This is an optimization exercise on Yosys and OpenROAD, whose aim is small area, not a production implementation. Function was checked by simulation only, so behaviour that the tests miss may differ from the original. No driver is modelled on the clock port, so clock power and skew are understated where the tree is cut down; a real chip needs a root buffer or a tree. Power and IR drop assume default switching activity.

==> flow/design.v (excerpt) <==
module riscv8bit(
	output wire [7:0] data_from_ram,
	output wire mem_read_from_idandex,
	output wire mem_write_from_idandex,
	output wire [7:0] alu_result_from_idandex,
	output wire [7:0] write_data_to_memory,
	input wire [7:0] ram_data,
	output wire [7:0] pc_increment_address,
	input wire [15:0] instruction_input,
	input wire rst,
	input wire rst_registerfile,
	input wire clk
);
assign data_from_ram = ram_data;
reg [7:0] pc;
always @(posedge clk)
	pc <= rst ? 8'd0 : pc + 8'd1;
assign pc_increment_address = pc;
reg [7:0] s1_p, s1_a_n;  reg s1_c1, s1_ar;  reg [2:0] s1_rd;  reg s1_we, s1_m;
reg [7:0] s2_res_n, s2_a_n;  reg [2:0] s2_rd;  reg s2_we, s2_m;
reg       s2_v;
reg [7:0] s3_res, s3_a;  reg [2:0] s3_rd;  reg s3_we, s3_m;
wire s3_mr = s3_we & s3_m;
wire s3_mw = ~s3_we & s3_m;
reg [63:0] rf;
wire [7:0] wdata = s3_m ? ram_data : s3_res;
wire       wen   = s3_we & ~rst;
genvar gi;
generate
	for (gi = 0; gi < 8; gi = gi + 1) begin : g_rf
		wire sel  = wen & (s3_rd == gi);
		wire hold = ~sel & ~rst_registerfile;
		always @(posedge clk)
			rf[gi*8 +: 8] <= ({8{sel}} & wdata) | ({8{hold}} & rf[gi*8 +: 8]);
	end
endgenerate
wire [4:0] op = {instruction_input[15:14] & {2{~rst}}, instruction_input[13:11]};
wire [2:0] ra = instruction_input[10:8] & {3{~rst}};
wire [2:0] rb = instruction_input[7:5];
wire [7:0] k  = instruction_input[7:0];
reg [7:0] ra_q, rb_q;
integer i;
always @(*) begin
	ra_q = 8'd0;
	rb_q = 8'd0;
	for (i = 0; i < 8; i = i + 1) begin
		ra_q = ra_q | ({8{ra == i}} & rf[i*8 +: 8]);
		rb_q = rb_q | ({8{rb == i}} & rf[i*8 +: 8]);
	end
end
wire [7:0] a = ra_q & {8{~rst_registerfile}};
wire [7:0] b = op[4] ? (rb_q & {8{~rst_registerfile}}) : k;
wire is_i  = ~op[4] &  op[3];
wire is_r2 =  op[4] & ~op[3];
  ...
For scale: ~550 cells after synthesis, about 0.0052 sq mm of cells after synthesis.
export LEC_CHECK = 0
export ABC_AREA = 1
export CAP_MARGIN = 20
export CORE_MARGIN = 2
export CORE_UTILIZATION = 72
export GPL_TIMING_DRIVEN = 0
export SLEW_MARGIN = 20
create_clock -name core_clock -period 5.0 [get_ports {clk}]
standard.sh (not shown) runs the stock make flow with config.mk's settings and CLKGATE_MAP_FILE= SYNTH_SCRIPT=/design/flow/synth_recipe.tcl, a recipe that flattens the netlist after the stock synthesis.
==> flow/flow/run.sh <==
#!/bin/bash
# Own layout flow: the standard ORFS flow with these changes.
#  2. Port buffers are the smallest buffer (buf_1) instead of the default.
#  4. Buffers that synthesis put on pass-through wires are removed at
#     floorplan (REMOVE_ABC_BUFFERS); port buffering adds the port buffers.
# Every tool's full output goes to orfs/logs (ORFS's own per-step logs) and
# to make.log / def.log in this folder.
set -euo pipefail
W=$(pwd)
F=$W/flow

{
  echo 'proc abc {args} {'
  echo '  set i [lsearch $args -script]'
  echo "  if {\$i >= 0} { lset args [expr {\$i+1}] $F/area.abc }"
  echo '  yosys abc {*}$args'
  echo '}'
  cat "$W/synth_recipe.tcl"
} > "$W/own_synth.tcl"

export REMOVE_ABC_BUFFERS=1
export BUFFER_PORTS_ARGS="-buffer_cell sky130_fd_sc_hd__buf_1"
export PRE_CTS_TCL="$F/pre_cts.tcl"
export MY_CLKLEAVES=8 MY_CLKROOTS=1
export MY_CLKBUF=sky130_fd_sc_hd__clkbuf_8 MY_CLKROOTBUF=sky130_fd_sc_hd__clkbuf_8
export POST_CTS_TCL="$F/post_cts.tcl"
export CTS_ARGS="-sink_clustering_enable -repair_clock_nets -dont_use_dummy_load -buf_list {sky130_fd_sc_hd__clkbuf_4}"

make -C "$FLOW_HOME" DESIGN_CONFIG="$W/config.mk" WORK_HOME="$W/orfs" CLKGATE_MAP_FILE= \
  SYNTH_SCRIPT="$W/own_synth.tcl" finish > "$W/make.log" 2>&1

R=$W/orfs/results/sky130hd/riscv8bit/base
: # left out here: write the final layout as DEF
==> flow/flow/area.abc <==
strash
dc2
&get -n
&st
&dch -f
&nf -R 2000 -C 30
&put
Other scripts of this flow, unchanged in this note and not shown: flow/flow/post_cts.tcl, flow/flow/pre_cts.tcl
The first run finished clean.
Then changed:
==> flow/flow/area.abc (replaced) <==
strash
dc2
&get -n
&st
&dch -f
&nf -R 1000
&put
CORE_UTILIZATION = 65   (was 72)
Outcome: The new run produced a clean layout. Final area hardly moves. Global-route usage went down by 4.5 points. Die area climbs by 10%. Sequential cell count stays the same. Sequential power hardly moves. Clock skew hardly moves.
Then changed:
==> flow/flow/area.abc (replaced) <==
strash
dc2
&get -n
&st
&dch -f
&nf -R 2000 -C 30
&put
CORE_UTILIZATION = 60   (was 65)
Die area climbs by a little under a tenth.
Setup slack loses 120 ps.
Wire length drops slightly.
Via count drops slightly.
Sequential share of layout area hardly moves.
Cell area stays flat.
Cell count is unchanged.
Core utilization drops by 4.8 points.
No run of this note takes its clock network from TritonCTS; it comes from the design's own scripts or RTL.

-- afterwards: timing with drivers on the ports --
The flow's constraints put no driver on any port. The routed layouts listed below were extracted and timed again, unchanged, in two steps.
Step 1 sets driving cells, clkbuf_16 on the clock port and buf_2 on the other inputs (assumed; they add their load-dependent delay and slew).
Step 2 adds t to the input delays and takes it off the output delays; t is the mean of the earliest and latest rising clock arrival at the registers after step 1. Input paths then give back, and output paths get back, about the clock's delay inside the block.
a / b / c = ideal ports / drivers / drivers and shift; a / b = the first two.
run | t, ns | setup WS [ns] | worst hold slack (ns)
the first run | 0.432 | 0.512 / 0.521 / 0.089 | 0.335 / 0.335 / 0.335
the second run | 0.420 | 0.627 / 0.635 / 0.214 | 0.323 / 0.323 / 0.323
the third run | 0.436 | 0.503 / 0.512 / 0.076 | 0.340 / 0.340 / 0.340
After both steps setup and hold are still met in every run listed. The setup slack of the third run, which loses most, moves by +0.009 ns with the drivers and by -0.427 ns with both steps.
